Context: an optimization exercise on an open-source flow, tuned for small area and a short achievable clock period. The choices shown serve that exercise and are no tape-out recipe. Function was checked by simulation only, so behaviour that the tests miss may differ from the original. Power and IR drop assume default switching activity.

// QPU_V
module QPU_V(
  input clk,reset,RDY,
  input [15:0]IR,
  input IRQ1,IRQ2,
  input [7:0] A_result,
  input A_vin,A_cin,
  input [7:0] M_Din,
  input I1,I2,I3,I4,
  output [11:0] pc_out,
  output [9:0]  W_AddrO,
  output [7:0]  W_DoutO,
  output [9:0]  M_AddrO,
  output M_WEO,M_IO,
  output A_adc_sbc,A_cout,
  output [7:0] Op1,Op2,
  output [7:0] ST,OPS,RA,RF,RSP
);
reg        s1;
reg        OPSTR;
reg        POP;
reg        IOMode,MWE0,MWEO,LAB7;
reg [3:0]  LWx;
reg [11:0] pc;
reg [9:0]  SP,RX,RY,WAddr;
reg [7:0]  Acc,Flags;
reg [7:0]  OP1R,OP2R;
reg        F1,F2;
reg [2:0]  COP_TYPE,IR_TYPE;
reg [7:0]  WSEL;
reg [2:0]  TT;
wire [2:0] IR_CMD = IR[14:12];
wire [3:0] IR_REG = IR[11:8];
wire [3:0] IR_REGB= IR[3:0];
wire [3:0] PK_REG = (IR_REG >4'b1001)? 4'b1000:IR_REG;
wire [3:0] PK_REGB= (IR_REGB>4'b1001)? 4'b1000:IR_REGB;
wire [7:0] WD_REST;
QPU_V_alu u_alu(.tt(TT), .sh(WSEL[4]), .in(WSEL[5]), .ac(WSEL[7]), .a(OP1R), .b(OP2R), .c(Flags[0]), .acc(Acc), .y(WD_REST));
wire [7:0] WD;
QPU_V_wdsel u_wdsel(.a(A_result), .s(WSEL[3]), .rest(WD_REST), .y(WD));
wire C_NEXT = WSEL[3] ? A_cin : WSEL[4] ? OP1R[0] : Flags[0];
wire OP_PSH_POP = (IR_TYPE[1:0]==2'b01) & ~LAB7 & COP_TYPE[2] & COP_TYPE[1];
wire [9:0] PBASE = ~s1 ? SP : (IR_TYPE==3'b110) ? RX : (IR_TYPE==3'b111) ? RY : SP;
wire [7:0] POFF  = IR[7:0] | {8{POP}};
wire [9:0] PDIFF = PBASE - {{2{POFF[7]}},POFF};
wire dec = ~s1 & ~IR[15];
reg [6:0]  n_OP_TYPE;
function [6:0] optype(input [2:0] cmd);
    case (cmd)
    3'b000: optype=7'b0000001;
    3'b001: optype=7'b0000010;
    3'b010: optype=7'b0000100;
    3'b011: optype=7'b0001000;
    3'b100: optype=7'b0010000;
    3'b101: optype=7'b0001000;
    3'b110: optype=7'b0100000;
    default: optype=7'b1000000;
    endcase
endfunction
always @* n_OP_TYPE=optype(IR_CMD);
  ...
Size in the first run: ~110 flip-flops, ~140 I/O pins.
==> flow/config.mk <==
export PLATFORM = sky130hd
export DESIGN_NAME = QPU_V
export DESIGN_NICKNAME = QPU_V
export VERILOG_FILES = /design/flow/design.v
export SDC_FILE = /design/flow/constraint.sdc
export NUM_CORES = 4
export LEC_CHECK = 0
export CAP_MARGIN = 20
export CORE_MARGIN = 2
export CORE_UTILIZATION = 50
export PLACE_DENSITY = 0.9
export SETUP_SLACK_MARGIN = 3.0
export SLEW_MARGIN = 20
export SYNTH_HIERARCHICAL = 1
export SYNTH_MINIMUM_KEEP_SIZE = 0
export TNS_END_PERCENT = 10
==> flow/constraint.sdc <==
create_clock -name core_clock -period 6.0 [get_ports {clk}]
set_input_delay 1.2000 -clock core_clock [delete_from_list [all_inputs] [get_ports {clk}]]
set_output_delay 1.2000 -clock core_clock [all_outputs]
set_load 0.01 [all_outputs]
standard.sh (not shown) runs the stock make flow with config.mk's settings and CLKGATE_MAP_FILE= SYNTH_SCRIPT=/design/flow/synth_recipe.tcl, a recipe that flattens the netlist after the stock synthesis.
==> flow/flow/run.sh <==
#!/bin/bash
# Standard ORFS layout (the standard.sh, unchanged synthesis), with the
# port buffers made as sky130_fd_sc_hd__buf_1 instead of the resizer's pick,
# and a clock tree of clkbuf_8 without dummy loads.
set -euo pipefail
cd "$(dirname "$0")/.."
bash standard.sh "BUFFER_PORTS_ARGS=-buffer_cell sky130_fd_sc_hd__buf_1" \
  "CTS_ARGS=-sink_clustering_enable -repair_clock_nets -dont_use_dummy_load -buf_list sky130_fd_sc_hd__clkbuf_8 -root_buf sky130_fd_sc_hd__clkbuf_8" \
  finish > flow_make.log 2>&1
The starting point completed with no timing, DRC or antenna violations.
Next try:
- CORE_UTILIZATION: 50 -> 40
- PLACE_DENSITY: 0.9 -> unset
- TNS_END_PERCENT: 10 -> 0
After rerunning: Setup slack loses 0.032 ns. Power stays flat. Die area climbs by 24%. Design area drops by 1.2%. Sequential share of layout area climbs by 0.19 points. Fmax drops by 0.97%. Routed wire length climbs by 3.1%. Synthesized area stays the same. Count of clock-buffer cells in the layout does not change. Combinational power drops by about 2%.
Next try:
- ABC_AREA: unset -> 1
- CORE_UTILIZATION: 40 -> 50
- PLACE_DENSITY: unset -> 0.9
- setup slack is better by 0.16 ns
- total power climbs by about 2.6%
- wire length goes up by 9.1%
- global-route usage increases by 4.7 points
- via count came out higher by about 30%
- sequential cell count stays the same
- maximum frequency rises by about 5%
Next try:
- ABC_AREA: 1 -> unset
- CORE_UTILIZATION: 50 -> 60
The changed run produced a clean layout.
Setup slack gets worse by 0.11 ns.
Total power goes down by 4.2%.
Final area goes down by 11%.
Count of clock-buffer cells in the layout does not change.
Routed wire length goes down by 14%.
Non-clock buffer count goes up by 7.
Cell count goes down by 31%.

[port drivers added, routing unchanged]
No port has a modelled driver above. Below, the same layouts with a new extraction and two added sets of constraints. Step 1, drivers: a clkbuf_16 drives clk and a buf_2 each remaining input, both assumed. Step 2 times the ports against the registers' clock, not the clock port: input delays grow and output delays shrink by t, the midpoint of the rising clock arrivals with the driver on. a / b / c = no drivers / after step 1 / after step 2; a / b = the first two.
run | t (ns) | setup slack, ns | worst data-port slew with drivers (ns)
the first run | 0.402 | 2.720 / 2.685 / 2.457 | 0.15
the second run | 0.420 | 2.688 / 2.654 / 2.350 | 0.04
the third run | 0.421 | 2.852 / 2.827 / 2.593 | 0.04
the fourth run | 0.400 | 2.744 / 2.721 / 2.393 | 0.05
After both steps every run listed still meets setup and hold. For the fourth run, which loses most, drivers alone change the setup slack by -0.023 ns; drivers and shift together by -0.351 ns.
